This design comes from an exercise in tuning for small area on the open sky130 flow, not from production work.
The RTL was checked by simulation tests, not by an equivalence proof against the original design.

==> flow/design.v <==
module sqrt_u32 (
    input  wire        clk,
    input  wire        rst_n,
    input  wire        valid_in,
    input  wire [31:0] data_i,
    output wire        valid_out,
    output wire [15:0] data_o
);
    reg [2:0] v;
    always @(posedge clk or negedge rst_n)
        if (!rst_n) v <= 3'd0;
        else v <= {v[1:0], valid_in};
    assign valid_out = v[2];
    wire [31:0] x0_d, x0;
    wire [1:0] r1_d, r1;
    wire [0:0] q1_d, q1;
    wire [29:0] x1_d, x1;
    wire [2:0] r2_d, r2;
    wire [1:0] q2_d, q2;
    wire [27:0] x2_d, x2;
    wire [3:0] r3_d, r3;
    wire [2:0] q3_d, q3;
    wire [25:0] x3_d, x3;
    wire [4:0] r4_d, r4;
    wire [3:0] q4_d, q4;
    wire [23:0] x4_d, x4;
    wire [5:0] r5_d, r5;
    wire [4:0] q5_d, q5;
    wire [21:0] x5_d, x5;
    wire [6:0] r6_d, r6;
    wire [5:0] q6_d, q6;
    wire [19:0] x6_d, x6;
    wire [7:0] r7_d, r7;
    wire [6:0] q7_d, q7;
    wire [17:0] x7_d, x7;
    wire [8:0] r8_d, r8;
    wire [7:0] q8_d, q8;
    wire [15:0] x8_d, x8;
    wire [9:0] r9_d, r9;
    wire [8:0] q9_d, q9;
    wire [13:0] x9_d, x9;
    wire [10:0] r10_d, r10;
    wire [9:0] q10_d, q10;
    wire [11:0] x10_d, x10;
    wire [11:0] r11_d, r11;
    wire [10:0] q11_d, q11;
    wire [9:0] x11_d, x11;
    wire [12:0] r12_d, r12;
    wire [11:0] q12_d, q12;
    wire [7:0] x12_d, x12;
    wire [13:0] r13_d, r13;
    wire [12:0] q13_d, q13;
    wire [5:0] x13_d, x13;
    wire [14:0] r14_d, r14;
    wire [13:0] q14_d, q14;
    wire [3:0] x14_d, x14;
    wire [14:0] q15_d, q15;
    wire [1:0] x15_d, x15;
    wire [15:0] q16_d, q16;
    assign x0_d = data_i;
    assign x0 = x0_d;
    assign r1 = r1_d;
    assign q1 = q1_d;
    assign x1 = x1_d;
    assign r2 = r2_d;
    assign q2 = q2_d;
    assign x2 = x2_d;
    assign r3 = r3_d;
    assign q3 = q3_d;
    assign x3 = x3_d;
    assign r4 = r4_d;
    assign q4 = q4_d;
    assign x4 = x4_d;
    assign r5 = r5_d;
    assign q5 = q5_d;
    assign x5 = x5_d;
    assign r6 = r6_d;
    assign q6 = q6_d;
    assign x6 = x6_d;
    reg  [7:0] r7_q;
    reg  [6:0] q7_q;
    reg  [17:0] x7_q;
    always @(posedge clk) begin
        r7_q <= r7_d;
        q7_q <= q7_d;
        x7_q <= x7_d;
    end
    assign r7 = r7_q;
    assign q7 = q7_q;
    assign x7 = x7_q;
    assign r8 = r8_d;
    assign q8 = q8_d;
    assign x8 = x8_d;
    assign r9 = r9_d;
    assign q9 = q9_d;
    assign x9 = x9_d;
    assign r10 = r10_d;
    assign q10 = q10_d;
    assign x10 = x10_d;
    reg  [11:0] r11_q;
    reg  [10:0] q11_q;
    reg  [9:0] x11_q;
    always @(posedge clk) begin
        r11_q <= r11_d;
        q11_q <= q11_d;
        x11_q <= x11_d;
    end
    assign r11 = r11_q;
    assign q11 = q11_q;
    assign x11 = x11_q;
    assign r12 = r12_d;
    assign q12 = q12_d;
    assign x12 = x12_d;
    assign r13 = r13_d;
    assign q13 = q13_d;
    assign x13 = x13_d;
    assign r14 = r14_d;
    assign q14 = q14_d;
    assign x14 = x14_d;
    assign q15 = q15_d;
    assign x15 = x15_d;
    reg  [15:0] q16_q;
    always @(posedge clk) begin
        q16_q <= q16_d;
    end
    assign q16 = q16_q;
    wire [1:0] t0 = x0[31:30];
    wire [2:0] d0 = {1'b0, t0} - 3'd1;
    wire ge0 = ~d0[2];
    assign r1_d = ge0 ? d0[1:0] : t0[1:0];
    assign x1_d = x0[29:0];
    assign q1_d = ge0;
    wire [3:0] t1 = {r1, x1[29:28]};
    wire [4:0] c1;
    wire [3:0] d1;
    wire [3:0] n1 = {1'b1, ~q1, 2'b10};
    assign c1[0] = 1'b1;
    assign d1[0] = t1[0] ^ n1[0] ^ c1[0];
    assign c1[1] = (t1[0] & n1[0]) | (t1[0] & c1[0]) | (n1[0] & c1[0]);
    assign d1[1] = t1[1] ^ n1[1] ^ c1[1];
    assign c1[2] = (t1[1] & n1[1]) | (t1[1] & c1[1]) | (n1[1] & c1[1]);
    assign d1[2] = t1[2] ^ n1[2] ^ c1[2];
    assign c1[3] = (t1[2] & n1[2]) | (t1[2] & c1[2]) | (n1[2] & c1[2]);
    assign d1[3] = t1[3] ^ n1[3] ^ c1[3];
    assign c1[4] = (t1[3] & n1[3]) | (t1[3] & c1[3]) | (n1[3] & c1[3]);
    wire ge1 = c1[4];
    assign r2_d = ge1 ? d1[2:0] : t1[2:0];
    assign x2_d = x1[27:0];
    assign q2_d = {q1, ge1};
    wire [4:0] t2 = {r2, x2[27:26]};
    wire [5:0] c2;
    wire [4:0] d2;
    wire [4:0] n2 = {1'b1, ~q2, 2'b10};
    assign c2[0] = 1'b1;
    assign d2[0] = t2[0] ^ n2[0] ^ c2[0];
    assign c2[1] = (t2[0] & n2[0]) | (t2[0] & c2[0]) | (n2[0] & c2[0]);
    assign d2[1] = t2[1] ^ n2[1] ^ c2[1];
    assign c2[2] = (t2[1] & n2[1]) | (t2[1] & c2[1]) | (n2[1] & c2[1]);
    assign d2[2] = t2[2] ^ n2[2] ^ c2[2];
    assign c2[3] = (t2[2] & n2[2]) | (t2[2] & c2[2]) | (n2[2] & c2[2]);
    assign d2[3] = t2[3] ^ n2[3] ^ c2[3];
    assign c2[4] = (t2[3] & n2[3]) | (t2[3] & c2[3]) | (n2[3] & c2[3]);
    assign d2[4] = t2[4] ^ n2[4] ^ c2[4];
    assign c2[5] = (t2[4] & n2[4]) | (t2[4] & c2[4]) | (n2[4] & c2[4]);
    wire ge2 = c2[5];
    assign r3_d = ge2 ? d2[3:0] : t2[3:0];
    assign x3_d = x2[25:0];
    assign q3_d = {q2, ge2};
    wire [5:0] t3 = {r3, x3[25:24]};
    wire [6:0] c3;
    wire [5:0] d3;
    wire [5:0] n3 = {1'b1, ~q3, 2'b10};
    assign c3[0] = 1'b1;
    assign d3[0] = t3[0] ^ n3[0] ^ c3[0];
    assign c3[1] = (t3[0] & n3[0]) | (t3[0] & c3[0]) | (n3[0] & c3[0]);
    assign d3[1] = t3[1] ^ n3[1] ^ c3[1];
    assign c3[2] = (t3[1] & n3[1]) | (t3[1] & c3[1]) | (n3[1] & c3[1]);
    assign d3[2] = t3[2] ^ n3[2] ^ c3[2];
    assign c3[3] = (t3[2] & n3[2]) | (t3[2] & c3[2]) | (n3[2] & c3[2]);
    assign d3[3] = t3[3] ^ n3[3] ^ c3[3];
    assign c3[4] = (t3[3] & n3[3]) | (t3[3] & c3[3]) | (n3[3] & c3[3]);
    assign d3[4] = t3[4] ^ n3[4] ^ c3[4];
    assign c3[5] = (t3[4] & n3[4]) | (t3[4] & c3[4]) | (n3[4] & c3[4]);
    assign d3[5] = t3[5] ^ n3[5] ^ c3[5];
    assign c3[6] = (t3[5] & n3[5]) | (t3[5] & c3[5]) | (n3[5] & c3[5]);
    wire ge3 = c3[6];
    assign r4_d = ge3 ? d3[4:0] : t3[4:0];
    assign x4_d = x3[23:0];
    assign q4_d = {q3, ge3};
    wire [6:0] t4 = {r4, x4[23:22]};
    wire [7:0] c4;
    wire [6:0] d4;
    wire [6:0] n4 = {1'b1, ~q4, 2'b10};
    assign c4[0] = 1'b1;
    assign d4[0] = t4[0] ^ n4[0] ^ c4[0];
    assign c4[1] = (t4[0] & n4[0]) | (t4[0] & c4[0]) | (n4[0] & c4[0]);
    assign d4[1] = t4[1] ^ n4[1] ^ c4[1];
    assign c4[2] = (t4[1] & n4[1]) | (t4[1] & c4[1]) | (n4[1] & c4[1]);
    assign d4[2] = t4[2] ^ n4[2] ^ c4[2];
    assign c4[3] = (t4[2] & n4[2]) | (t4[2] & c4[2]) | (n4[2] & c4[2]);
    assign d4[3] = t4[3] ^ n4[3] ^ c4[3];
    assign c4[4] = (t4[3] & n4[3]) | (t4[3] & c4[3]) | (n4[3] & c4[3]);
    assign d4[4] = t4[4] ^ n4[4] ^ c4[4];
    assign c4[5] = (t4[4] & n4[4]) | (t4[4] & c4[4]) | (n4[4] & c4[4]);
    assign d4[5] = t4[5] ^ n4[5] ^ c4[5];
    assign c4[6] = (t4[5] & n4[5]) | (t4[5] & c4[5]) | (n4[5] & c4[5]);
    assign d4[6] = t4[6] ^ n4[6] ^ c4[6];
    assign c4[7] = (t4[6] & n4[6]) | (t4[6] & c4[6]) | (n4[6] & c4[6]);
    wire ge4 = c4[7];
    assign r5_d = ge4 ? d4[5:0] : t4[5:0];
    assign x5_d = x4[21:0];
    assign q5_d = {q4, ge4};
    wire [7:0] t5 = {r5, x5[21:20]};
    wire [8:0] c5;
    wire [7:0] d5;
    wire [7:0] n5 = {1'b1, ~q5, 2'b10};
    assign c5[0] = 1'b1;
    assign d5[0] = t5[0] ^ n5[0] ^ c5[0];
    assign c5[1] = (t5[0] & n5[0]) | (t5[0] & c5[0]) | (n5[0] & c5[0]);
    assign d5[1] = t5[1] ^ n5[1] ^ c5[1];
    assign c5[2] = (t5[1] & n5[1]) | (t5[1] & c5[1]) | (n5[1] & c5[1]);
    assign d5[2] = t5[2] ^ n5[2] ^ c5[2];
    assign c5[3] = (t5[2] & n5[2]) | (t5[2] & c5[2]) | (n5[2] & c5[2]);
    assign d5[3] = t5[3] ^ n5[3] ^ c5[3];
    assign c5[4] = (t5[3] & n5[3]) | (t5[3] & c5[3]) | (n5[3] & c5[3]);
    assign d5[4] = t5[4] ^ n5[4] ^ c5[4];
    assign c5[5] = (t5[4] & n5[4]) | (t5[4] & c5[4]) | (n5[4] & c5[4]);
    assign d5[5] = t5[5] ^ n5[5] ^ c5[5];
    assign c5[6] = (t5[5] & n5[5]) | (t5[5] & c5[5]) | (n5[5] & c5[5]);
    assign d5[6] = t5[6] ^ n5[6] ^ c5[6];
    assign c5[7] = (t5[6] & n5[6]) | (t5[6] & c5[6]) | (n5[6] & c5[6]);
    assign d5[7] = t5[7] ^ n5[7] ^ c5[7];
    assign c5[8] = (t5[7] & n5[7]) | (t5[7] & c5[7]) | (n5[7] & c5[7]);
    wire ge5 = c5[8];
    assign r6_d = ge5 ? d5[6:0] : t5[6:0];
    assign x6_d = x5[19:0];
    assign q6_d = {q5, ge5};
    wire [8:0] t6 = {r6, x6[19:18]};
    wire [9:0] c6;
    wire [8:0] d6;
    wire [8:0] n6 = {1'b1, ~q6, 2'b10};
    assign c6[0] = 1'b1;
    assign d6[0] = t6[0] ^ n6[0] ^ c6[0];
    assign c6[1] = (t6[0] & n6[0]) | (t6[0] & c6[0]) | (n6[0] & c6[0]);
    assign d6[1] = t6[1] ^ n6[1] ^ c6[1];
    assign c6[2] = (t6[1] & n6[1]) | (t6[1] & c6[1]) | (n6[1] & c6[1]);
    assign d6[2] = t6[2] ^ n6[2] ^ c6[2];
    assign c6[3] = (t6[2] & n6[2]) | (t6[2] & c6[2]) | (n6[2] & c6[2]);
    assign d6[3] = t6[3] ^ n6[3] ^ c6[3];
    assign c6[4] = (t6[3] & n6[3]) | (t6[3] & c6[3]) | (n6[3] & c6[3]);
    assign d6[4] = t6[4] ^ n6[4] ^ c6[4];
    assign c6[5] = (t6[4] & n6[4]) | (t6[4] & c6[4]) | (n6[4] & c6[4]);
    assign d6[5] = t6[5] ^ n6[5] ^ c6[5];
    assign c6[6] = (t6[5] & n6[5]) | (t6[5] & c6[5]) | (n6[5] & c6[5]);
    assign d6[6] = t6[6] ^ n6[6] ^ c6[6];
    assign c6[7] = (t6[6] & n6[6]) | (t6[6] & c6[6]) | (n6[6] & c6[6]);
    assign d6[7] = t6[7] ^ n6[7] ^ c6[7];
    assign c6[8] = (t6[7] & n6[7]) | (t6[7] & c6[7]) | (n6[7] & c6[7]);
    assign d6[8] = t6[8] ^ n6[8] ^ c6[8];
    assign c6[9] = (t6[8] & n6[8]) | (t6[8] & c6[8]) | (n6[8] & c6[8]);
    wire ge6 = c6[9];
    assign r7_d = ge6 ? d6[7:0] : t6[7:0];
    assign x7_d = x6[17:0];
    assign q7_d = {q6, ge6};
    wire [9:0] t7 = {r7, x7[17:16]};
    wire [10:0] c7;
    wire [9:0] d7;
    wire [9:0] n7 = {1'b1, ~q7, 2'b10};
    assign c7[0] = 1'b1;
    assign d7[0] = t7[0] ^ n7[0] ^ c7[0];
    assign c7[1] = (t7[0] & n7[0]) | (t7[0] & c7[0]) | (n7[0] & c7[0]);
    assign d7[1] = t7[1] ^ n7[1] ^ c7[1];
    assign c7[2] = (t7[1] & n7[1]) | (t7[1] & c7[1]) | (n7[1] & c7[1]);
    assign d7[2] = t7[2] ^ n7[2] ^ c7[2];
    assign c7[3] = (t7[2] & n7[2]) | (t7[2] & c7[2]) | (n7[2] & c7[2]);
    assign d7[3] = t7[3] ^ n7[3] ^ c7[3];
    assign c7[4] = (t7[3] & n7[3]) | (t7[3] & c7[3]) | (n7[3] & c7[3]);
    assign d7[4] = t7[4] ^ n7[4] ^ c7[4];
    assign c7[5] = (t7[4] & n7[4]) | (t7[4] & c7[4]) | (n7[4] & c7[4]);
    assign d7[5] = t7[5] ^ n7[5] ^ c7[5];
    assign c7[6] = (t7[5] & n7[5]) | (t7[5] & c7[5]) | (n7[5] & c7[5]);
    assign d7[6] = t7[6] ^ n7[6] ^ c7[6];
    assign c7[7] = (t7[6] & n7[6]) | (t7[6] & c7[6]) | (n7[6] & c7[6]);
    assign d7[7] = t7[7] ^ n7[7] ^ c7[7];
    assign c7[8] = (t7[7] & n7[7]) | (t7[7] & c7[7]) | (n7[7] & c7[7]);
    assign d7[8] = t7[8] ^ n7[8] ^ c7[8];
    assign c7[9] = (t7[8] & n7[8]) | (t7[8] & c7[8]) | (n7[8] & c7[8]);
    assign d7[9] = t7[9] ^ n7[9] ^ c7[9];
    assign c7[10] = (t7[9] & n7[9]) | (t7[9] & c7[9]) | (n7[9] & c7[9]);
    wire ge7 = c7[10];
    assign r8_d = ge7 ? d7[8:0] : t7[8:0];
    assign x8_d = x7[15:0];
    assign q8_d = {q7, ge7};
    wire [10:0] t8 = {r8, x8[15:14]};
    wire [11:0] c8;
    wire [10:0] d8;
    wire [10:0] n8 = {1'b1, ~q8, 2'b10};
    assign c8[0] = 1'b1;
    assign d8[0] = t8[0] ^ n8[0] ^ c8[0];
    assign c8[1] = (t8[0] & n8[0]) | (t8[0] & c8[0]) | (n8[0] & c8[0]);
    assign d8[1] = t8[1] ^ n8[1] ^ c8[1];
    assign c8[2] = (t8[1] & n8[1]) | (t8[1] & c8[1]) | (n8[1] & c8[1]);
    assign d8[2] = t8[2] ^ n8[2] ^ c8[2];
    assign c8[3] = (t8[2] & n8[2]) | (t8[2] & c8[2]) | (n8[2] & c8[2]);
    assign d8[3] = t8[3] ^ n8[3] ^ c8[3];
    assign c8[4] = (t8[3] & n8[3]) | (t8[3] & c8[3]) | (n8[3] & c8[3]);
    assign d8[4] = t8[4] ^ n8[4] ^ c8[4];
    assign c8[5] = (t8[4] & n8[4]) | (t8[4] & c8[4]) | (n8[4] & c8[4]);
    assign d8[5] = t8[5] ^ n8[5] ^ c8[5];
    assign c8[6] = (t8[5] & n8[5]) | (t8[5] & c8[5]) | (n8[5] & c8[5]);
    assign d8[6] = t8[6] ^ n8[6] ^ c8[6];
    assign c8[7] = (t8[6] & n8[6]) | (t8[6] & c8[6]) | (n8[6] & c8[6]);
    assign d8[7] = t8[7] ^ n8[7] ^ c8[7];
    assign c8[8] = (t8[7] & n8[7]) | (t8[7] & c8[7]) | (n8[7] & c8[7]);
    assign d8[8] = t8[8] ^ n8[8] ^ c8[8];
    assign c8[9] = (t8[8] & n8[8]) | (t8[8] & c8[8]) | (n8[8] & c8[8]);
    assign d8[9] = t8[9] ^ n8[9] ^ c8[9];
    assign c8[10] = (t8[9] & n8[9]) | (t8[9] & c8[9]) | (n8[9] & c8[9]);
    assign d8[10] = t8[10] ^ n8[10] ^ c8[10];
    assign c8[11] = (t8[10] & n8[10]) | (t8[10] & c8[10]) | (n8[10] & c8[10]);
    wire ge8 = c8[11];
    assign r9_d = ge8 ? d8[9:0] : t8[9:0];
    assign x9_d = x8[13:0];
    assign q9_d = {q8, ge8};
    wire [11:0] t9 = {r9, x9[13:12]};
    wire [12:0] c9;
    wire [11:0] d9;
    wire [11:0] n9 = {1'b1, ~q9, 2'b10};
    assign c9[0] = 1'b1;
    assign d9[0] = t9[0] ^ n9[0] ^ c9[0];
    assign c9[1] = (t9[0] & n9[0]) | (t9[0] & c9[0]) | (n9[0] & c9[0]);
    assign d9[1] = t9[1] ^ n9[1] ^ c9[1];
    assign c9[2] = (t9[1] & n9[1]) | (t9[1] & c9[1]) | (n9[1] & c9[1]);
    assign d9[2] = t9[2] ^ n9[2] ^ c9[2];
    assign c9[3] = (t9[2] & n9[2]) | (t9[2] & c9[2]) | (n9[2] & c9[2]);
    assign d9[3] = t9[3] ^ n9[3] ^ c9[3];
    assign c9[4] = (t9[3] & n9[3]) | (t9[3] & c9[3]) | (n9[3] & c9[3]);
    assign d9[4] = t9[4] ^ n9[4] ^ c9[4];
    assign c9[5] = (t9[4] & n9[4]) | (t9[4] & c9[4]) | (n9[4] & c9[4]);
    assign d9[5] = t9[5] ^ n9[5] ^ c9[5];
    assign c9[6] = (t9[5] & n9[5]) | (t9[5] & c9[5]) | (n9[5] & c9[5]);
    assign d9[6] = t9[6] ^ n9[6] ^ c9[6];
    assign c9[7] = (t9[6] & n9[6]) | (t9[6] & c9[6]) | (n9[6] & c9[6]);
    assign d9[7] = t9[7] ^ n9[7] ^ c9[7];
    assign c9[8] = (t9[7] & n9[7]) | (t9[7] & c9[7]) | (n9[7] & c9[7]);
    assign d9[8] = t9[8] ^ n9[8] ^ c9[8];
    assign c9[9] = (t9[8] & n9[8]) | (t9[8] & c9[8]) | (n9[8] & c9[8]);
    assign d9[9] = t9[9] ^ n9[9] ^ c9[9];
    assign c9[10] = (t9[9] & n9[9]) | (t9[9] & c9[9]) | (n9[9] & c9[9]);
    assign d9[10] = t9[10] ^ n9[10] ^ c9[10];
    assign c9[11] = (t9[10] & n9[10]) | (t9[10] & c9[10]) | (n9[10] & c9[10]);
    assign d9[11] = t9[11] ^ n9[11] ^ c9[11];
    assign c9[12] = (t9[11] & n9[11]) | (t9[11] & c9[11]) | (n9[11] & c9[11]);
    wire ge9 = c9[12];
    assign r10_d = ge9 ? d9[10:0] : t9[10:0];
    assign x10_d = x9[11:0];
    assign q10_d = {q9, ge9};
    wire [12:0] t10 = {r10, x10[11:10]};
    wire [13:0] c10;
    wire [12:0] d10;
    wire [12:0] n10 = {1'b1, ~q10, 2'b10};
    assign c10[0] = 1'b1;
    assign d10[0] = t10[0] ^ n10[0] ^ c10[0];
    assign c10[1] = (t10[0] & n10[0]) | (t10[0] & c10[0]) | (n10[0] & c10[0]);
    assign d10[1] = t10[1] ^ n10[1] ^ c10[1];
    assign c10[2] = (t10[1] & n10[1]) | (t10[1] & c10[1]) | (n10[1] & c10[1]);
    assign d10[2] = t10[2] ^ n10[2] ^ c10[2];
    assign c10[3] = (t10[2] & n10[2]) | (t10[2] & c10[2]) | (n10[2] & c10[2]);
    assign d10[3] = t10[3] ^ n10[3] ^ c10[3];
    assign c10[4] = (t10[3] & n10[3]) | (t10[3] & c10[3]) | (n10[3] & c10[3]);
    assign d10[4] = t10[4] ^ n10[4] ^ c10[4];
    assign c10[5] = (t10[4] & n10[4]) | (t10[4] & c10[4]) | (n10[4] & c10[4]);
    assign d10[5] = t10[5] ^ n10[5] ^ c10[5];
    assign c10[6] = (t10[5] & n10[5]) | (t10[5] & c10[5]) | (n10[5] & c10[5]);
    assign d10[6] = t10[6] ^ n10[6] ^ c10[6];
    assign c10[7] = (t10[6] & n10[6]) | (t10[6] & c10[6]) | (n10[6] & c10[6]);
    assign d10[7] = t10[7] ^ n10[7] ^ c10[7];
    assign c10[8] = (t10[7] & n10[7]) | (t10[7] & c10[7]) | (n10[7] & c10[7]);
    assign d10[8] = t10[8] ^ n10[8] ^ c10[8];
    assign c10[9] = (t10[8] & n10[8]) | (t10[8] & c10[8]) | (n10[8] & c10[8]);
    assign d10[9] = t10[9] ^ n10[9] ^ c10[9];
    assign c10[10] = (t10[9] & n10[9]) | (t10[9] & c10[9]) | (n10[9] & c10[9]);
    assign d10[10] = t10[10] ^ n10[10] ^ c10[10];
    assign c10[11] = (t10[10] & n10[10]) | (t10[10] & c10[10]) | (n10[10] & c10[10]);
    assign d10[11] = t10[11] ^ n10[11] ^ c10[11];
    assign c10[12] = (t10[11] & n10[11]) | (t10[11] & c10[11]) | (n10[11] & c10[11]);
    assign d10[12] = t10[12] ^ n10[12] ^ c10[12];
    assign c10[13] = (t10[12] & n10[12]) | (t10[12] & c10[12]) | (n10[12] & c10[12]);
    wire ge10 = c10[13];
    assign r11_d = ge10 ? d10[11:0] : t10[11:0];
    assign x11_d = x10[9:0];
    assign q11_d = {q10, ge10};
    wire [13:0] t11 = {r11, x11[9:8]};
    wire [14:0] c11;
    wire [13:0] d11;
    wire [13:0] n11 = {1'b1, ~q11, 2'b10};
    assign c11[0] = 1'b1;
    assign d11[0] = t11[0] ^ n11[0] ^ c11[0];
    assign c11[1] = (t11[0] & n11[0]) | (t11[0] & c11[0]) | (n11[0] & c11[0]);
    assign d11[1] = t11[1] ^ n11[1] ^ c11[1];
    assign c11[2] = (t11[1] & n11[1]) | (t11[1] & c11[1]) | (n11[1] & c11[1]);
    assign d11[2] = t11[2] ^ n11[2] ^ c11[2];
    assign c11[3] = (t11[2] & n11[2]) | (t11[2] & c11[2]) | (n11[2] & c11[2]);
    assign d11[3] = t11[3] ^ n11[3] ^ c11[3];
    assign c11[4] = (t11[3] & n11[3]) | (t11[3] & c11[3]) | (n11[3] & c11[3]);
    assign d11[4] = t11[4] ^ n11[4] ^ c11[4];
    assign c11[5] = (t11[4] & n11[4]) | (t11[4] & c11[4]) | (n11[4] & c11[4]);
    assign d11[5] = t11[5] ^ n11[5] ^ c11[5];
    assign c11[6] = (t11[5] & n11[5]) | (t11[5] & c11[5]) | (n11[5] & c11[5]);
    assign d11[6] = t11[6] ^ n11[6] ^ c11[6];
    assign c11[7] = (t11[6] & n11[6]) | (t11[6] & c11[6]) | (n11[6] & c11[6]);
    assign d11[7] = t11[7] ^ n11[7] ^ c11[7];
    assign c11[8] = (t11[7] & n11[7]) | (t11[7] & c11[7]) | (n11[7] & c11[7]);
    assign d11[8] = t11[8] ^ n11[8] ^ c11[8];
    assign c11[9] = (t11[8] & n11[8]) | (t11[8] & c11[8]) | (n11[8] & c11[8]);
    assign d11[9] = t11[9] ^ n11[9] ^ c11[9];
    assign c11[10] = (t11[9] & n11[9]) | (t11[9] & c11[9]) | (n11[9] & c11[9]);
    assign d11[10] = t11[10] ^ n11[10] ^ c11[10];
    assign c11[11] = (t11[10] & n11[10]) | (t11[10] & c11[10]) | (n11[10] & c11[10]);
    assign d11[11] = t11[11] ^ n11[11] ^ c11[11];
    assign c11[12] = (t11[11] & n11[11]) | (t11[11] & c11[11]) | (n11[11] & c11[11]);
    assign d11[12] = t11[12] ^ n11[12] ^ c11[12];
    assign c11[13] = (t11[12] & n11[12]) | (t11[12] & c11[12]) | (n11[12] & c11[12]);
    assign d11[13] = t11[13] ^ n11[13] ^ c11[13];
    assign c11[14] = (t11[13] & n11[13]) | (t11[13] & c11[13]) | (n11[13] & c11[13]);
    wire ge11 = c11[14];
    assign r12_d = ge11 ? d11[12:0] : t11[12:0];
    assign x12_d = x11[7:0];
    assign q12_d = {q11, ge11};
    wire [14:0] t12 = {r12, x12[7:6]};
    wire [15:0] c12;
    wire [14:0] d12;
    wire [14:0] n12 = {1'b1, ~q12, 2'b10};
    assign c12[0] = 1'b1;
    assign d12[0] = t12[0] ^ n12[0] ^ c12[0];
    assign c12[1] = (t12[0] & n12[0]) | (t12[0] & c12[0]) | (n12[0] & c12[0]);
    assign d12[1] = t12[1] ^ n12[1] ^ c12[1];
    assign c12[2] = (t12[1] & n12[1]) | (t12[1] & c12[1]) | (n12[1] & c12[1]);
    assign d12[2] = t12[2] ^ n12[2] ^ c12[2];
    assign c12[3] = (t12[2] & n12[2]) | (t12[2] & c12[2]) | (n12[2] & c12[2]);
    assign d12[3] = t12[3] ^ n12[3] ^ c12[3];
    assign c12[4] = (t12[3] & n12[3]) | (t12[3] & c12[3]) | (n12[3] & c12[3]);
    assign d12[4] = t12[4] ^ n12[4] ^ c12[4];
    assign c12[5] = (t12[4] & n12[4]) | (t12[4] & c12[4]) | (n12[4] & c12[4]);
    assign d12[5] = t12[5] ^ n12[5] ^ c12[5];
    assign c12[6] = (t12[5] & n12[5]) | (t12[5] & c12[5]) | (n12[5] & c12[5]);
    assign d12[6] = t12[6] ^ n12[6] ^ c12[6];
    assign c12[7] = (t12[6] & n12[6]) | (t12[6] & c12[6]) | (n12[6] & c12[6]);
    assign d12[7] = t12[7] ^ n12[7] ^ c12[7];
    assign c12[8] = (t12[7] & n12[7]) | (t12[7] & c12[7]) | (n12[7] & c12[7]);
    assign d12[8] = t12[8] ^ n12[8] ^ c12[8];
    assign c12[9] = (t12[8] & n12[8]) | (t12[8] & c12[8]) | (n12[8] & c12[8]);
    assign d12[9] = t12[9] ^ n12[9] ^ c12[9];
    assign c12[10] = (t12[9] & n12[9]) | (t12[9] & c12[9]) | (n12[9] & c12[9]);
    assign d12[10] = t12[10] ^ n12[10] ^ c12[10];
    assign c12[11] = (t12[10] & n12[10]) | (t12[10] & c12[10]) | (n12[10] & c12[10]);
    assign d12[11] = t12[11] ^ n12[11] ^ c12[11];
    assign c12[12] = (t12[11] & n12[11]) | (t12[11] & c12[11]) | (n12[11] & c12[11]);
    assign d12[12] = t12[12] ^ n12[12] ^ c12[12];
    assign c12[13] = (t12[12] & n12[12]) | (t12[12] & c12[12]) | (n12[12] & c12[12]);
    assign d12[13] = t12[13] ^ n12[13] ^ c12[13];
    assign c12[14] = (t12[13] & n12[13]) | (t12[13] & c12[13]) | (n12[13] & c12[13]);
    assign d12[14] = t12[14] ^ n12[14] ^ c12[14];
    assign c12[15] = (t12[14] & n12[14]) | (t12[14] & c12[14]) | (n12[14] & c12[14]);
    wire ge12 = c12[15];
    assign r13_d = ge12 ? d12[13:0] : t12[13:0];
    assign x13_d = x12[5:0];
    assign q13_d = {q12, ge12};
    wire [15:0] t13 = {r13, x13[5:4]};
    wire [16:0] c13;
    wire [15:0] d13;
    wire [15:0] n13 = {1'b1, ~q13, 2'b10};
    assign c13[0] = 1'b1;
    assign d13[0] = t13[0] ^ n13[0] ^ c13[0];
    assign c13[1] = (t13[0] & n13[0]) | (t13[0] & c13[0]) | (n13[0] & c13[0]);
    assign d13[1] = t13[1] ^ n13[1] ^ c13[1];
    assign c13[2] = (t13[1] & n13[1]) | (t13[1] & c13[1]) | (n13[1] & c13[1]);
    assign d13[2] = t13[2] ^ n13[2] ^ c13[2];
    assign c13[3] = (t13[2] & n13[2]) | (t13[2] & c13[2]) | (n13[2] & c13[2]);
    assign d13[3] = t13[3] ^ n13[3] ^ c13[3];
    assign c13[4] = (t13[3] & n13[3]) | (t13[3] & c13[3]) | (n13[3] & c13[3]);
    assign d13[4] = t13[4] ^ n13[4] ^ c13[4];
    assign c13[5] = (t13[4] & n13[4]) | (t13[4] & c13[4]) | (n13[4] & c13[4]);
    assign d13[5] = t13[5] ^ n13[5] ^ c13[5];
    assign c13[6] = (t13[5] & n13[5]) | (t13[5] & c13[5]) | (n13[5] & c13[5]);
    assign d13[6] = t13[6] ^ n13[6] ^ c13[6];
    assign c13[7] = (t13[6] & n13[6]) | (t13[6] & c13[6]) | (n13[6] & c13[6]);
    assign d13[7] = t13[7] ^ n13[7] ^ c13[7];
    assign c13[8] = (t13[7] & n13[7]) | (t13[7] & c13[7]) | (n13[7] & c13[7]);
    assign d13[8] = t13[8] ^ n13[8] ^ c13[8];
    assign c13[9] = (t13[8] & n13[8]) | (t13[8] & c13[8]) | (n13[8] & c13[8]);
    assign d13[9] = t13[9] ^ n13[9] ^ c13[9];
    assign c13[10] = (t13[9] & n13[9]) | (t13[9] & c13[9]) | (n13[9] & c13[9]);
    assign d13[10] = t13[10] ^ n13[10] ^ c13[10];
    assign c13[11] = (t13[10] & n13[10]) | (t13[10] & c13[10]) | (n13[10] & c13[10]);
    assign d13[11] = t13[11] ^ n13[11] ^ c13[11];
    assign c13[12] = (t13[11] & n13[11]) | (t13[11] & c13[11]) | (n13[11] & c13[11]);
    assign d13[12] = t13[12] ^ n13[12] ^ c13[12];
    assign c13[13] = (t13[12] & n13[12]) | (t13[12] & c13[12]) | (n13[12] & c13[12]);
    assign d13[13] = t13[13] ^ n13[13] ^ c13[13];
    assign c13[14] = (t13[13] & n13[13]) | (t13[13] & c13[13]) | (n13[13] & c13[13]);
    assign d13[14] = t13[14] ^ n13[14] ^ c13[14];
    assign c13[15] = (t13[14] & n13[14]) | (t13[14] & c13[14]) | (n13[14] & c13[14]);
    assign d13[15] = t13[15] ^ n13[15] ^ c13[15];
    assign c13[16] = (t13[15] & n13[15]) | (t13[15] & c13[15]) | (n13[15] & c13[15]);
    wire ge13 = c13[16];
    assign r14_d = ge13 ? d13[14:0] : t13[14:0];
    assign x14_d = x13[3:0];
    assign q14_d = {q13, ge13};
    wire [16:0] t14 = {r14, x14[3:2]};
    wire [17:0] c14;
    wire [16:0] d14;
    wire [16:0] n14 = {1'b1, ~q14, 2'b10};
    assign c14[0] = 1'b1;
    assign d14[0] = t14[0] ^ n14[0] ^ c14[0];
    assign c14[1] = (t14[0] & n14[0]) | (t14[0] & c14[0]) | (n14[0] & c14[0]);
    assign d14[1] = t14[1] ^ n14[1] ^ c14[1];
    assign c14[2] = (t14[1] & n14[1]) | (t14[1] & c14[1]) | (n14[1] & c14[1]);
    assign d14[2] = t14[2] ^ n14[2] ^ c14[2];
    assign c14[3] = (t14[2] & n14[2]) | (t14[2] & c14[2]) | (n14[2] & c14[2]);
    assign d14[3] = t14[3] ^ n14[3] ^ c14[3];
    assign c14[4] = (t14[3] & n14[3]) | (t14[3] & c14[3]) | (n14[3] & c14[3]);
    assign d14[4] = t14[4] ^ n14[4] ^ c14[4];
    assign c14[5] = (t14[4] & n14[4]) | (t14[4] & c14[4]) | (n14[4] & c14[4]);
    assign d14[5] = t14[5] ^ n14[5] ^ c14[5];
    assign c14[6] = (t14[5] & n14[5]) | (t14[5] & c14[5]) | (n14[5] & c14[5]);
    assign d14[6] = t14[6] ^ n14[6] ^ c14[6];
    assign c14[7] = (t14[6] & n14[6]) | (t14[6] & c14[6]) | (n14[6] & c14[6]);
    assign d14[7] = t14[7] ^ n14[7] ^ c14[7];
    assign c14[8] = (t14[7] & n14[7]) | (t14[7] & c14[7]) | (n14[7] & c14[7]);
    assign d14[8] = t14[8] ^ n14[8] ^ c14[8];
    assign c14[9] = (t14[8] & n14[8]) | (t14[8] & c14[8]) | (n14[8] & c14[8]);
    assign d14[9] = t14[9] ^ n14[9] ^ c14[9];
    assign c14[10] = (t14[9] & n14[9]) | (t14[9] & c14[9]) | (n14[9] & c14[9]);
    assign d14[10] = t14[10] ^ n14[10] ^ c14[10];
    assign c14[11] = (t14[10] & n14[10]) | (t14[10] & c14[10]) | (n14[10] & c14[10]);
    assign d14[11] = t14[11] ^ n14[11] ^ c14[11];
    assign c14[12] = (t14[11] & n14[11]) | (t14[11] & c14[11]) | (n14[11] & c14[11]);
    assign d14[12] = t14[12] ^ n14[12] ^ c14[12];
    assign c14[13] = (t14[12] & n14[12]) | (t14[12] & c14[12]) | (n14[12] & c14[12]);
    assign d14[13] = t14[13] ^ n14[13] ^ c14[13];
    assign c14[14] = (t14[13] & n14[13]) | (t14[13] & c14[13]) | (n14[13] & c14[13]);
    assign d14[14] = t14[14] ^ n14[14] ^ c14[14];
    assign c14[15] = (t14[14] & n14[14]) | (t14[14] & c14[14]) | (n14[14] & c14[14]);
    assign d14[15] = t14[15] ^ n14[15] ^ c14[15];
    assign c14[16] = (t14[15] & n14[15]) | (t14[15] & c14[15]) | (n14[15] & c14[15]);
    assign d14[16] = t14[16] ^ n14[16] ^ c14[16];
    assign c14[17] = (t14[16] & n14[16]) | (t14[16] & c14[16]) | (n14[16] & c14[16]);
    wire ge14 = c14[17];
    assign q15_d = {q14, ge14};
    wire [17:0] a1_a = {d14[15:0], x14[1:0]};
    wire [17:0] a1_n = ~({1'b0, q14, 3'b101});
    wire [18:0] a1_c;
    assign a1_c[0] = 1'b1;
    assign a1_c[1] = (a1_a[0] & a1_n[0]) | (a1_a[0] & a1_c[0]) | (a1_n[0] & a1_c[0]);
    assign a1_c[2] = (a1_a[1] & a1_n[1]) | (a1_a[1] & a1_c[1]) | (a1_n[1] & a1_c[1]);
    assign a1_c[3] = (a1_a[2] & a1_n[2]) | (a1_a[2] & a1_c[2]) | (a1_n[2] & a1_c[2]);
    assign a1_c[4] = (a1_a[3] & a1_n[3]) | (a1_a[3] & a1_c[3]) | (a1_n[3] & a1_c[3]);
    assign a1_c[5] = (a1_a[4] & a1_n[4]) | (a1_a[4] & a1_c[4]) | (a1_n[4] & a1_c[4]);
    assign a1_c[6] = (a1_a[5] & a1_n[5]) | (a1_a[5] & a1_c[5]) | (a1_n[5] & a1_c[5]);
    assign a1_c[7] = (a1_a[6] & a1_n[6]) | (a1_a[6] & a1_c[6]) | (a1_n[6] & a1_c[6]);
    assign a1_c[8] = (a1_a[7] & a1_n[7]) | (a1_a[7] & a1_c[7]) | (a1_n[7] & a1_c[7]);
    assign a1_c[9] = (a1_a[8] & a1_n[8]) | (a1_a[8] & a1_c[8]) | (a1_n[8] & a1_c[8]);
    assign a1_c[10] = (a1_a[9] & a1_n[9]) | (a1_a[9] & a1_c[9]) | (a1_n[9] & a1_c[9]);
    assign a1_c[11] = (a1_a[10] & a1_n[10]) | (a1_a[10] & a1_c[10]) | (a1_n[10] & a1_c[10]);
    assign a1_c[12] = (a1_a[11] & a1_n[11]) | (a1_a[11] & a1_c[11]) | (a1_n[11] & a1_c[11]);
    assign a1_c[13] = (a1_a[12] & a1_n[12]) | (a1_a[12] & a1_c[12]) | (a1_n[12] & a1_c[12]);
    assign a1_c[14] = (a1_a[13] & a1_n[13]) | (a1_a[13] & a1_c[13]) | (a1_n[13] & a1_c[13]);
    assign a1_c[15] = (a1_a[14] & a1_n[14]) | (a1_a[14] & a1_c[14]) | (a1_n[14] & a1_c[14]);
    assign a1_c[16] = (a1_a[15] & a1_n[15]) | (a1_a[15] & a1_c[15]) | (a1_n[15] & a1_c[15]);
    assign a1_c[17] = (a1_a[16] & a1_n[16]) | (a1_a[16] & a1_c[16]) | (a1_n[16] & a1_c[16]);
    assign a1_c[18] = (a1_a[17] & a1_n[17]) | (a1_a[17] & a1_c[17]) | (a1_n[17] & a1_c[17]);
    wire a1 = a1_c[18];
    wire [17:0] a0_a = {t14[15:0], x14[1:0]};
    wire [17:0] a0_n = ~({1'b0, q14, 3'b001});
    wire [18:0] a0_c;
    assign a0_c[0] = 1'b1;
    assign a0_c[1] = (a0_a[0] & a0_n[0]) | (a0_a[0] & a0_c[0]) | (a0_n[0] & a0_c[0]);
    assign a0_c[2] = (a0_a[1] & a0_n[1]) | (a0_a[1] & a0_c[1]) | (a0_n[1] & a0_c[1]);
    assign a0_c[3] = (a0_a[2] & a0_n[2]) | (a0_a[2] & a0_c[2]) | (a0_n[2] & a0_c[2]);
    assign a0_c[4] = (a0_a[3] & a0_n[3]) | (a0_a[3] & a0_c[3]) | (a0_n[3] & a0_c[3]);
    assign a0_c[5] = (a0_a[4] & a0_n[4]) | (a0_a[4] & a0_c[4]) | (a0_n[4] & a0_c[4]);
    assign a0_c[6] = (a0_a[5] & a0_n[5]) | (a0_a[5] & a0_c[5]) | (a0_n[5] & a0_c[5]);
    assign a0_c[7] = (a0_a[6] & a0_n[6]) | (a0_a[6] & a0_c[6]) | (a0_n[6] & a0_c[6]);
    assign a0_c[8] = (a0_a[7] & a0_n[7]) | (a0_a[7] & a0_c[7]) | (a0_n[7] & a0_c[7]);
    assign a0_c[9] = (a0_a[8] & a0_n[8]) | (a0_a[8] & a0_c[8]) | (a0_n[8] & a0_c[8]);
    assign a0_c[10] = (a0_a[9] & a0_n[9]) | (a0_a[9] & a0_c[9]) | (a0_n[9] & a0_c[9]);
    assign a0_c[11] = (a0_a[10] & a0_n[10]) | (a0_a[10] & a0_c[10]) | (a0_n[10] & a0_c[10]);
    assign a0_c[12] = (a0_a[11] & a0_n[11]) | (a0_a[11] & a0_c[11]) | (a0_n[11] & a0_c[11]);
    assign a0_c[13] = (a0_a[12] & a0_n[12]) | (a0_a[12] & a0_c[12]) | (a0_n[12] & a0_c[12]);
    assign a0_c[14] = (a0_a[13] & a0_n[13]) | (a0_a[13] & a0_c[13]) | (a0_n[13] & a0_c[13]);
    assign a0_c[15] = (a0_a[14] & a0_n[14]) | (a0_a[14] & a0_c[14]) | (a0_n[14] & a0_c[14]);
    assign a0_c[16] = (a0_a[15] & a0_n[15]) | (a0_a[15] & a0_c[15]) | (a0_n[15] & a0_c[15]);
    assign a0_c[17] = (a0_a[16] & a0_n[16]) | (a0_a[16] & a0_c[16]) | (a0_n[16] & a0_c[16]);
    assign a0_c[18] = (a0_a[17] & a0_n[17]) | (a0_a[17] & a0_c[17]) | (a0_n[17] & a0_c[17]);
    wire a0 = a0_c[18];
    wire ge15 = ge14 ? a1 : a0;
    assign q16_d = {q15, ge15};
    assign data_o = q16;
endmodule
==> flow/flow/run.sh <==
#!/bin/bash
# Standard layout (standard.sh), except that synthesis skips Yosys's full-adder extraction
# (ADDER_MAP_FILE empty), so ABC maps the carry chains itself.
export BUFFER_PORTS_ARGS="-buffer_cell sky130_fd_sc_hd__buf_1"
set -euo pipefail
export ADDER_MAP_FILE=
bash standard.sh > standard.log 2>&1
==> flow/standard.sh <==
#!/bin/bash
# synth_recipe.tcl (not shown) runs the flow's synth.tcl, then flattens the netlist and writes it again
# the make line also repeats each setting of config.mk as NAME=value (left out here)
make -C /OpenROAD-flow-scripts/flow DESIGN_CONFIG=/design/flow/config.mk WORK_HOME=/design/flow/orfs CLKGATE_MAP_FILE= SYNTH_SCRIPT=/design/flow/synth_recipe.tcl "${@:-finish}"
==> flow/config.mk <==
export PLATFORM = sky130hd
export DESIGN_NAME = sqrt_u32
export DESIGN_NICKNAME = sqrt_u32
export VERILOG_FILES = /design/flow/design.v
export SDC_FILE = /design/flow/constraint.sdc
export NUM_CORES = 4
export LEC_CHECK = 0
export ABC_AREA = 1
export CAP_MARGIN = 5
export CORE_MARGIN = 2
export CORE_UTILIZATION = 55
export CTS_BUF_LIST = sky130_fd_sc_hd__clkbuf_8
export PLACE_DENSITY = 0.65
export SLEW_MARGIN = 5
==> flow/constraint.sdc <==
create_clock -name core_clock -period 9.0 [get_ports {clk}]
set_input_delay 1.8000 -clock core_clock [delete_from_list [all_inputs] [get_ports {clk}]]
set_output_delay 1.8000 -clock core_clock [all_outputs]
set_load 0.01 [all_outputs]
==> flow_summary.yaml, run 1 <==
critical_path:
  cp_max_fo: 14
  r2r_cells: 100
  cp_common_cell: "nand2_1"
  path_class: "input pin to flop"
  cpPeakStageDelay_ps: 300
  arrival_ps: 8340
  crit_required_ps: 9290
  end_kind: "flop"
  crit_path_top_delay_cell: "or2_2"
  critPathLaunchType: "input pin"
clocking:
  clock_path_buffers: 2
  clock-sinks: 85
  postCtsHoldBufs: 0
  cts_tree: "done"
  h-tree-depth: 3
  clk_latency_ps: 400
  cts_buffers: 9
  cts.clk_slew.worst_paths_ps: 110
  cts_root_buf: "clkbuf_8"
sta:
  hold_viol: 0
  max_slew_margin_pct: 61.4
  rsz0062_at_grt: "false"
  worst_pin_slew_ps: 572
  skew_ps: 31.3
  fin_crit_ps: 8050
  finalCritPeriodShare_pct: 89.4
  setup_viol: 0
  fin_hold_ws_ps: 301
  setup_slack_ps: 950
  finalMaxSlewViolations: 0
  fmax_ghz: 0.124
  tns_ps: 0
drt:
  ant_nets: 0
  wl_met1_um: 7350
  dr_wl_met2_um: 7320
  avgViaCountPerCell: 4.79
  wl_per_cell_um: 11.0
  wl_met3_um: 427
  num_vias: 6781
  drt-total-wl_um: 15600
  first_pass_iters: 5
  top_layer: "met4"
  drc: 0
  detail_route.iter0.violations: 342
synthesis:
  yosys-top-cells-count: "nand2_1, inv_1, dfxtp_1"
  yosysTopAreaCell: "nand2_1"
  async_reset_ff_share_pct: 3.53
  synthAdderAreaFrac_pct: 0.287
  postSynthCellCount: 1177
  synth-xor-area-share_pct: 12.0
  synth-compound-area-share_pct: 8.91
  synth_mux_area_share_pct: 0.287
  synthTopCellsByArea: "nand2_1, dfxtp_1, inv_1, xor2_1, xnor2_1"
  yosys.cell_types.count: 37
  yosysTopAreaCellShare_pct: 27.3
  synth_edf_count: 0
  synth_top_family_by_area: "simple AND/OR/NAND/NOR gates"
  yosysWarnings: 1
  syn_avg_cell_area_um2: 5.93
  synth_most_common_cell: "nand2_1"
  syn_nets: 1212
  syn-cell-area_um2: 6980
  synthFlopType: "dfxtp_1"
  synth-seq-area-share_pct: 24.6
  yosys_register_bits: 85
  synthSimpleGateAreaFrac_pct: 45.6
run_status:
  status: "no timing/DRC/antenna violations"
global_route:
  grt_first_pass_wirelength_um: 26500
  gr-total-overflow: 0
  grt_max_degree: 23
  grt_use_total_pct: 24.4
  antenna_found_initial: 0
  grt_pass1_vias: 6000
floorplanning:
  die_h_um: 117
  dieArea_um2: 13600
  die_w_um: 117
  start_util_pct: 55.8
  row_count: 41
  num_io_pins: 52
  core_area_um2: 12500
place:
  hpwl_um: 12600
  portBuffers: 51
  pre_cts_ws_ps: 174
  place.gp.congestion: 0.895
finish:
  num_antenna_cells: 0
  nNetsFinal: 1275
  syn_to_final_growth_pct: 9.77
  drive_gt1_share_pct: 11.7
run:
  cap_viol_max_count: 0
hold_path:
  min_delay_path_depth: 0
  hold_class: "flop to flop"
## routing by layer
| metal | global-route usage, % | up-vias |
|---|---|---|
| li1 | - | 3773 |
| met1 | 29.7 | 2884 |
| met2 | 42.8 | 96 |
| met3 | 4.10 | 28 |
| met4 | 9.65 | 0 |
| met5 | 0 | - |
## worst max-delay path, delay by kind of cell
| family | cells | cell delay (ps) |
|---|---|---|
| XOR/XNOR | 5 | 970 |
| AO/OA/AOI/OAI | 10 | 1590 |
| AND/OR/NAND/NOR | 29 | 3570 |
| buffers and inverters | 5 | 410 |
## flip-flops by register name (all words and copies together) (netlist names)
register  count
x7_q         18
q16_q        16
r11_q        12
q11_q        11
x11_q        10
r7_q          8
q7_q          7
v             3
## kinds of logic after synthesis
family                   after synthesis
XOR/XNOR                              96
buffers and inverters                141
AO/OA/AOI/OAI                        115
multiplexers                           2
AND/OR/NAND/NOR                      736
flip-flops                            85
adder cells (fa/ha/maj)                2
## final timing paths
kind	startpoint	to	slack, ps
worst max-delay path	data_i[30]	r7_q[2]	950
worst min-delay path	x7_q[8]	x11_q[8]	300
worst max register to register	x11_q[8]	q16_q[0]	1020
worst min register to register	x7_q[8]	x11_q[8]	300
max in group asynchronous	rst_n	v[2]	7650
min in group asynchronous	rst_n	v[0]	1210
## per-stage QoR
stage,utilization (%),std cells,area (µm²)
2_1_floorplan,-,1177,6980
3_3_place_gp,59.2,1401,7410
3_5_place_dp,59.2,1401,7410
4_1_cts,60.9,1416,7620
5_1_grt,61.2,1416,7660
6_report,61.2,1416,7660
## timing repair
| action | CTS | global route |
|---|---|---|
| gates resized for setup | 0 | 15 |
| endpoints found under the setup margin | 0 | 24 |
| setup buffers | 0 | 0 |
## cells in the final DEF, fill, tap and decap left out, types with 4 or more instances in the layout
cell      netlist  layout
or2_2          25      25
o22ai_1         9       9
dfxtp_1        82      81
xnor2_1        47      47
nand3_1        70      69
nand2_2        63      66
nor2_1         47      46
nand3_2         7       7
clkbuf_8        0       9
nand3b_1        6       6
nand2_1       507     504
a21oi_1        16      16
buf_1           0      51
xor2_1         49      49
buf_4           3      17
inv_2           2       4
inv_1         121     121
o21ai_0        77      73
o21ai_1         2       6
## area by class of cell
class                   instances  area [µm²]
clock buffers                   9         124
clock inverters                 6        88.8
fillers                      1299        4850
inverters                     125         469
multi-input cells             951        4730
flip-flops and latches         85        1720
well taps                     172         215
repair buffers                 68         319
==> run 2: changes to the inputs <==
--- a/flow/config.mk
+++ b/flow/config.mk
@@ -6,9 +6,9 @@
 export NUM_CORES = 4
 export LEC_CHECK = 0
 export ABC_AREA = 1
-export CAP_MARGIN = 5
+export CAP_MARGIN = 20
 export CORE_MARGIN = 2
-export CORE_UTILIZATION = 55
+export CORE_UTILIZATION = 50
 export CTS_BUF_LIST = sky130_fd_sc_hd__clkbuf_8
-export PLACE_DENSITY = 0.65
-export SLEW_MARGIN = 5
+export PLACE_DENSITY = 0.6
+export SLEW_MARGIN = 20
==> flow_summary.yaml, run 2 <==
synthesis:
  async_reset_ff_share_pct: 3.53
  postSynthCellCount: 1177
  syn-cell-area_um2: 6980
  syn_avg_cell_area_um2: 5.93
  yosysWarnings: 1
  synthTopCellsByArea: "nand2_1, dfxtp_1, inv_1, xor2_1, xnor2_1"
  synth_edf_count: 0
  yosys.cell_types.count: 37
  synth_most_common_cell: "nand2_1"
  synth-seq-area-share_pct: 24.6
  synthFlopType: "dfxtp_1"
  syn_nets: 1212
  yosysTopAreaCellShare_pct: 27.3
  yosys_register_bits: 85
  yosys-top-cells-count: "nand2_1, inv_1, dfxtp_1"
  yosysTopAreaCell: "nand2_1"
clocking:
  cts_buffers: 9
  cts_root_buf: "clkbuf_8"
  cts_setup_buffers: 0
  clock-sinks: 85
  h-tree-depth: 3
  clk_latency_ps: 380
  cts_tree: "done"
  cts.clk_slew.worst_paths_ps: 90
  postCtsHoldBufs: 0
  clock_path_buffers: 2
sta:
  hold_viol: 0
  fin_crit_ps: 7990
  skew_ps: 10.5
  tns_ps: 0
  max_slew_margin_pct: 71.3
  worst_pin_slew_ps: 426
  fmax_ghz: 0.125
  finalMaxSlewViolations: 0
  rsz0062_at_grt: "false"
  setup_viol: 0
  finalCritPeriodShare_pct: 88.8
hold_path:
  min_delay_path_depth: 0
  min_to: "x11_q[1]"
  hold_path_startpoint: "x7_q[1]"
  hold_class: "flop to flop"
critical_path:
  critPathLaunchType: "input pin"
  cpPeakStageDelay_ps: 300
  r2r_setup_slack_ps: 1030
  cp_max_fo: 9
  r2r_cells: 100
  crit_path_top_delay_cell: "or2_2"
  arrival_ps: 8270
  worstReg2RegEnd: "q16_q[0]"
  cp_common_cell: "nand2_1"
  path_class: "input pin to flop"
  end_kind: "flop"
  crit_required_ps: 9270
  r2r_start: "x11_q[8]"
global_route:
  grt_first_pass_wirelength_um: 26500
  grt_max_degree: 17
  grt_use_total_pct: 22.2
  antenna_found_initial: 0
  grt_pass1_vias: 5985
  gr-total-overflow: 0
finish:
  fillers: 1476
  num_antenna_cells: 0
  syn_to_final_growth_pct: 9.68
  nNetsFinal: 1277
  drive_gt1_share_pct: 12.1
  largest_reg_flops: 18
  design_area_um2: 7660
  top_register: "x7_q"
  top_regs: "x7_q: 18 flops, q16_q: 16 flops, r11_q: 12 flops"
  mostFrequentLayoutCells: "nand2_1, inv_1, dfxtp_1"
  final_common_cell: "nand2_1"
place:
  hpwl_um: 13000
  dpl_cell_area_um2: 7430
  place.gp.congestion: 0.848
  portBuffers: 51
floorplanning:
  die_w_um: 122
  die_h_um: 122
  num_io_pins: 52
  row_count: 43
  dieArea_um2: 14900
  core_area_um2: 13800
  start_util_pct: 50.7
drt:
  wl_per_cell_um: 11.2
  ant_nets: 0
  avgViaCountPerCell: 4.77
  num_vias: 6813
  drt-total-wl_um: 16000
  drc: 0
  first_pass_iters: 5
  detail_route.iter0.violations: 289
run:
  cap_viol_max_count: 0
run_status:
  status: "no timing/DRC/antenna violations"
-- run 2: cell counts after synthesis --
No cell type changed its count.
-- run 2: worst max path at each step --
| stage | end | depth (start not counted) | start | slack (ps) |
|---|---|---|---|---|
| after floorplan | r7_q[5] | 47 | data_i[30] | 1730 |
| after global placement | r7_q[2] | 49 | data_i[31] | 360 |
| after detailed placement | r7_q[2] | 49 | data_i[31] | 370 |
| after CTS | q16_q[0] | 98 | q11_q[1] | 580 |
| after global routing | q16_q[0] | 102 | q11_q[0] | 10 |
| final | r7_q[2] | 51 | data_i[30] | 1010 |
-- run 2: cell type report --
cell class | count | area [µm²] | share of cell area [%]
Tap cell | 180 | 225 | 2.94
Inverter | 125 | 469 | 6.13
Multi-Input combinational cell | 951 | 4720 | 61.7
Timing Repair Buffer | 70 | 334 | 4.36
Clock inverter | 6 | 45.0 | 0.588
Clock buffer | 10 | 138 | 1.80
Sequential cell | 85 | 1720 | 22.5
-- run 2: cell families (layout without fill, tap and decap cells) --
kind of cell	count (synthesis)	in the layout	synth area share (%)
AOI/OAI and AO/OA	115	115	8.91
xor gates and xnor gates	96	96	12.0
and+or+nand+nor	736	736	45.6
muxes	2	2	0.287
buffers and inverters	141	211	8.25
DFF	85	85	24.6
adders and majority gates	2	2	0.287
-- run 2: per-layer routing --
| layer | global-route usage [%] | vias up | routed length, µm |
|---|---|---|---|
| met4 | 5.75 | 0 | 252 |
| met5 | 0 | - | 0 |
| li1 | - | 3773 | - |
| met1 | 26.7 | 2954 | 7610 |
| met2 | 40.3 | 71 | 7750 |
| met3 | 4.21 | 15 | 400 |
-- run 2: stage by stage --
| step | cells | hold slack (ps) | setup slack (ps) | utilization, % |
|---|---|---|---|---|
| finish | 1427 | 325 | 1010 | 55.6 |
| global route | 1427 | 335 | 10.0 | 55.6 |
| CTS | 1427 | 326 | 581 | 55.3 |
| detailed placement | 1411 | 312 | 372 | 54.0 |
| global placement | 1411 | 311 | 363 | 54.0 |
| floorplan | 1177 | 310 | 1730 | - |
-- run 2: critical path: cells and delay by family --
family	cells	cell delay (ps)
buf+inv	6	520
simple gates	30	3400
compound gates	10	1640
xor+xnor	5	900
-- run 2: timing repair --
action / 4_1_cts / 5_1_grt
hold endpoints to repair: 0 / 0
endpoints found under the setup margin: 0 / 21
gates resized for setup: 0 / 16
==> run 3: changes to the inputs <==
--- a/flow/config.mk
+++ b/flow/config.mk
@@ -8,7 +8,6 @@
 export ABC_AREA = 1
 export CAP_MARGIN = 20
 export CORE_MARGIN = 2
-export CORE_UTILIZATION = 50
-export CTS_BUF_LIST = sky130_fd_sc_hd__clkbuf_8
-export PLACE_DENSITY = 0.6
+export CORE_UTILIZATION = 45
+export PLACE_DENSITY = 0.55
 export SLEW_MARGIN = 20
==> flow_summary.yaml, run 3 <==
drt:
  num_vias: 6833
  first_pass_iters: 5
  drc: 0
  detail_route.iter0.violations: 278
  ant_nets: 0
  drt-total-wl_um: 16700
  wl_per_cell_um: 11.6
  avgViaCountPerCell: 4.74
global_route:
  antenna_found_initial: 0
  grt_max_degree: 19
  grt_use_total_pct: 21.0
  grt_pass1_vias: 6073
  grt_first_pass_wirelength_um: 28000
  gr-total-overflow: 0
hold_path:
  hold_class: "flop to flop"
  hold_path_startpoint: "x7_q[6]"
  min_delay_path_depth: 0
  min_to: "x11_q[6]"
sta:
  finalCritPeriodShare_pct: 89.0
  tns_ps: 0
  skew_ps: 8.07
  max_slew_margin_pct: 65.7
  worst_pin_slew_ps: 509
  setup_viol: 0
  hold_viol: 0
  fin_crit_ps: 8010
  finalMaxSlewViolations: 0
  rsz0062_at_grt: "false"
  setup_slack_ps: 988
  fmax_ghz: 0.125
critical_path:
  worstReg2RegEnd: "q16_q[0]"
  cpPeakStageDelay_ps: 300
  arrival_ps: 8290
  cp_common_cell: "nand2_1"
  end_kind: "flop"
  r2r_start: "q11_q[1]"
  r2r_cells: 100
  crit_required_ps: 9280
  crit_path_top_delay_cell: "or2_2"
  cp_max_fo: 9
  r2r_setup_slack_ps: 1050
  critPathLaunchType: "input pin"
  path_class: "input pin to flop"
synthesis:
  synth_top_family_by_area: "simple AND/OR/NAND/NOR gates"
  synthAdderAreaFrac_pct: 0.287
  synthFlopType: "dfxtp_1"
  synth_edf_count: 0
  syn-cell-area_um2: 6980
  yosys_register_bits: 85
  yosys.cell_types.count: 37
  async_reset_ff_share_pct: 3.53
  syn_avg_cell_area_um2: 5.93
  synth-xor-area-share_pct: 12.0
  yosysWarnings: 1
  yosysTopAreaCellShare_pct: 27.3
  synth_mux_area_share_pct: 0.287
  synthTopCellsByArea: "nand2_1, dfxtp_1, inv_1, xor2_1, xnor2_1"
  yosysTopAreaCell: "nand2_1"
  postSynthCellCount: 1177
  synth_most_common_cell: "nand2_1"
  synth-compound-area-share_pct: 8.91
  yosys-top-cells-count: "nand2_1, inv_1, dfxtp_1"
  synth-seq-area-share_pct: 24.6
  syn_nets: 1212
  synthSimpleGateAreaFrac_pct: 45.6
run_status:
  status: "no timing/DRC/antenna violations"
finish:
  largest_reg_flops: 18
  nNetsFinal: 1283
  top_regs: "x7_q: 18 flops, q16_q: 16 flops, r11_q: 12 flops"
  final_cells: 1441
  mostFrequentLayoutCells: "nand2_1, inv_1, dfxtp_1"
  top_register: "x7_q"
  drive_gt1_share_pct: 12.3
  final_common_cell: "nand2_1"
  syn_to_final_growth_pct: 12.1
  num_antenna_cells: 0
floorplanning:
  num_io_pins: 52
  core_area_um2: 15200
  start_util_pct: 45.9
  die_h_um: 129
  die_w_um: 129
  dieArea_um2: 16500
  row_count: 45
place:
  place.gp.congestion: 0.858
  hpwl_um: 13500
  pre_cts_ws_ps: 326
  dp_cells: 1422
  portBuffers: 51
clocking:
  cts_root_buf: "clkbuf_16"
  clock_path_buffers: 2
  postCtsHoldBufs: 0
  clk_latency_ps: 350
  cts_tree: "done"
  h-tree-depth: 3
  cts.clk_slew.worst_paths_ps: 70
  clock-sinks: 85
  cts_buffers: 9
run:
  cap_viol_max_count: 0
## run 3: critical path, delay by kind of cell
kind	cells	cell delay, ps
XOR/XNOR	5	960
AND/OR/NAND/NOR	29	3420
buffers and inverters	5	420
AO/OA/AOI/OAI	10	1680
## run 3: what timing repair did
item	CTS	global route
setup buffers	0	3
gates resized for setup	0	12
setup endpoints to repair	0	24
## run 3: area by class of cell
cell class              instances  area (µm²)
repair buffers                 76         379
inverters                     125         469
fillers                      1617        7380
clock buffers                  10         229
flip-flops and latches         85        1720
multi-input cells             951        4720
clock inverters                 6        75.1
well taps                     188         235
## run 3: worst max-delay path by stage
stage          startpoint       end  slack [ps]  cells past startpoint
2_1_floorplan  data_i[30]   r7_q[5]        1730                     47
3_3_place_gp   data_i[31]   r7_q[2]         360                     47
3_5_place_dp   data_i[31]   r7_q[2]         330                     47
4_1_cts        data_i[31]   r7_q[2]         680                     47
5_1_grt          q11_q[0]  q16_q[0]        0.07                    101
6_report       data_i[30]   r7_q[2]         990                     49
## run 3: stage by stage
| step | hold slack [ps] | area [µm²] | utilization [%] |
|---|---|---|---|
| final | 325 | 7820 | 51.5 |
| after global routing | 336 | 7820 | 51.5 |
| after CTS | 328 | 7770 | 51.1 |
| after detailed placement | 313 | 7470 | 49.1 |
| after global placement | 311 | 7470 | 49.1 |
| after floorplan | 310 | 6980 | - |
## run 3: logic make-up after synthesis
| logic type | count (synthesis) |
|---|---|
| and+or+nand+nor | 736 |
| AOI/OAI and AO/OA | 115 |
| DFF | 85 |
| adders and majority gates | 2 |
| muxes | 2 |
| buffers and inverters | 141 |
| xor gates and xnor gates | 96 |
## run 3: routing by layer
metal / GRT usage (%) / part of all wire (%) / vias to the layer above / routed length, µm
li1: - / - / 3795 / -
met1: 26.2 / 48 / 2939 / 7930
met2: 37.5 / 48 / 78 / 8060
met3: 3.78 / 2.5 / 21 / 416
met4: 5.37 / 1.6 / 0 / 269
met5: 0 / 0 / - / 0
==> run 4: changes to the inputs <==
==> flow/flow/run.sh (replaced) <==
#!/bin/bash
# Standard layout (standard.sh), except that synthesis skips Yosys's full-adder extraction
# (ADDER_MAP_FILE empty), so ABC maps the carry chains itself.
# - input and output ports get the smallest buffer (buf_1).
export BUFFER_PORTS_ARGS="-buffer_cell sky130_fd_sc_hd__buf_1"
# - clock tree without dummy loads.
export CTS_ARGS="-sink_clustering_enable -repair_clock_nets -buf_list sky130_fd_sc_hd__clkbuf_8 -dont_use_dummy_load"
set -euo pipefail
export ADDER_MAP_FILE=
bash standard.sh > standard.log 2>&1
--- a/flow/config.mk
+++ b/flow/config.mk
@@ -8,6 +8,8 @@
 export ABC_AREA = 1
 export CAP_MARGIN = 20
 export CORE_MARGIN = 2
-export CORE_UTILIZATION = 45
-export PLACE_DENSITY = 0.55
+export CORE_UTILIZATION = 55
+export CTS_BUF_LIST = sky130_fd_sc_hd__clkbuf_8
+export GPL_TIMING_DRIVEN = 0
+export PLACE_DENSITY = 0.65
 export SLEW_MARGIN = 20
==> flow_summary.yaml, run 4 <==
drt:
  drt-total-wl_um: 15500
  avgViaCountPerCell: 4.84
  first_pass_iters: 9
  ant_nets: 0
  num_vias: 6824
  detail_route.iter0.violations: 279
  drc: 0
  wl_per_cell_um: 11.0
sta:
  finalCritPeriodShare_pct: 89.8
  fmax_ghz: 0.124
  max_slew_margin_pct: 53.4
  setup_viol: 0
  setup_slack_ps: 917
  hold_viol: 0
  fin_crit_ps: 8080
  worst_pin_slew_ps: 691
  finalMaxSlewViolations: 0
  skew_ps: 21.5
  fin_hold_ws_ps: 320
critical_path:
  cp_common_cell: "nand2_1"
  cpPeakStageDelay_ps: 300
  crit_path_top_delay_cell: "or2_2"
  critPathLaunchType: "input pin"
  end_kind: "flop"
  arrival_ps: 8320
  cp_max_fo: 10
  path_class: "input pin to flop"
  crit_required_ps: 9240
run:
  cap_viol_max_count: 0
floorplanning:
  die_w_um: 117
  row_count: 41
  core_area_um2: 12500
  start_util_pct: 55.8
  die_h_um: 117
  num_io_pins: 52
  dieArea_um2: 13600
finish:
  num_antenna_cells: 0
  final_cells: 1409
  largest_reg_flops: 18
  syn_to_final_growth_pct: 7.92
  mostFrequentLayoutCells: "nand2_1, inv_1, dfxtp_1"
  nNetsFinal: 1274
  final_common_cell: "nand2_1"
  top_regs: "x7_q: 18 flops, q16_q: 16 flops, r11_q: 12 flops"
  top_register: "x7_q"
  drive_gt1_share_pct: 11.2
synthesis:
  yosysTopAreaCell: "nand2_1"
  yosysWarnings: 1
  yosys_register_bits: 85
  yosys.cell_types.count: 37
  synth_edf_count: 0
  syn_avg_cell_area_um2: 5.93
  synth-seq-area-share_pct: 24.6
  syn-cell-area_um2: 6980
  syn_nets: 1212
  postSynthCellCount: 1177
  async_reset_ff_share_pct: 3.53
  synth_most_common_cell: "nand2_1"
  yosys-top-cells-count: "nand2_1, inv_1, dfxtp_1"
  yosysTopAreaCellShare_pct: 27.3
  synthFlopType: "dfxtp_1"
  synthTopCellsByArea: "nand2_1, dfxtp_1, inv_1, xor2_1, xnor2_1"
clocking:
  cts_tree: "done"
  cts_setup_buffers: 0
  clock-sinks: 85
  cts.clk_slew.worst_paths_ps: 90
  cts_buffers: 9
  clock_path_buffers: 2
  clk_latency_ps: 380
  cts_root_buf: "clkbuf_8"
  h-tree-depth: 3
place:
  dp_cells: 1400
  place.gp.congestion: 0.875
  portBuffers: 51
  hpwl_um: 12400
  pre_cts_ws_ps: 191
run_status:
  status: "no timing/DRC/antenna violations"
global_route:
  grt_pass1_vias: 6061
  gr-total-overflow: 0
  antenna_found_initial: 0
  grt_first_pass_wirelength_um: 26700
  grt_max_degree: 17
  grt_use_total_pct: 24.9
hold_path:
  hold_class: "flop to flop"
## run 4: logic make-up after synthesis
logic type / share of synthesized area (%)
muxes: 0.287
xor gates and xnor gates: 12.0
DFF: 24.6
adders and majority gates: 0.287
buffers and inverters: 8.25
AOI/OAI and AO/OA: 8.91
and+or+nand+nor: 45.6
## run 4: layout make-up
type	count	area, µm²
clock buffer	9	124
inverter	125	475
timing repair buffer	51	191
buffer	16	108
multi-input combinational	951	4700
fill	1292	4980
sequential	85	1720
tap	172	215
## run 4: path summary, 6_finish.rpt
kind	from	end	slack (ps)	cells past startpoint
setup reg to reg	q11_q[0]	q16_q[0]	1070	99
min in group asynchronous	rst_n	v[0]	1220	1
setup / recovery	data_i[30]	r7_q[3]	920	50
max in group asynchronous	rst_n	v[2]	7640	1
hold / removal	x7_q[4]	x11_q[4]	320	0
hold reg to reg	x7_q[4]	x11_q[4]	320	0
## run 4: worst max-delay path, delay by kind of cell
| family | cells | cell delay (ps) |
|---|---|---|
| and+or+nand+nor | 29 | 3120 |
| xor gates and xnor gates | 4 | 680 |
| AOI/OAI and AO/OA | 10 | 1880 |
| buffers and inverters | 7 | 830 |
## run 4: repair_timing
| item | 4_1_cts | 5_1_grt |
|---|---|---|
| hold endpoints to repair | 0 | 0 |
| hold buffers | 0 | 0 |
| endpoints found under the setup margin | 0 | 24 |
| gates resized for setup | 0 | 18 |
## run 4: metrics by stage
step / util, % / setup TNS (ps) / area (µm²)
floorplan: - / 0 / 6980
global placement: 59.0 / 0 / 7390
detailed placement: 59.0 / 0 / 7390
CTS: 60.0 / 0 / 7510
global route: 60.2 / -0.465 / 7530
finish: 60.2 / 0 / 7530
## run 4: per-layer routing
metal	GRT usage [%]	wire length (µm)	vias up
met1	30.4	7250	2938
li1	-	-	3781
met2	44.4	7550	81
met4	8.16	299	0
met5	0	0	-
met3	4.46	405	24

separate check: timing with driven ports:
The flow's constraints put no driver on any port. The routed layouts listed below were extracted and timed again, unchanged, in two steps.
Step 1 (the two cells are an assumption about what drives the block):
set clk [get_ports {clk}]
set_driving_cell -lib_cell sky130_fd_sc_hd__clkbuf_16 $clk
set_driving_cell -lib_cell sky130_fd_sc_hd__buf_2 [delete_from_list [all_inputs] $clk]
Step 2 times the ports against the registers' clock, not the clock port: input delays grow and output delays shrink by t, the midpoint of the rising clock arrivals with the driver on.
Slacks: no drivers / after step 1 / after step 2; pairs: no drivers / after step 1.
| run | t, ns | slack for setup (ns) | worst register clock-pin slew, ns | cell pins on the clock port's net |
|---|---|---|---|---|
| run 1 | 0.419 | 0.950 / 0.967 / 0.548 | 0.11 / 0.11 | 1 |
| run 2 | 0.414 | 1.009 / 1.029 / 0.615 | 0.09 / 0.09 | 1 |
| run 3 | 0.390 | 0.988 / 1.010 / 0.620 | 0.07 / 0.07 | 1 |
| run 4 | 0.413 | 0.917 / 0.938 / 0.525 | 0.09 / 0.09 | 1 |
After both steps every run listed still meets setup and hold. The setup slack of run 1, which loses most, moves by +0.017 ns with the drivers and by -0.402 ns with both steps.
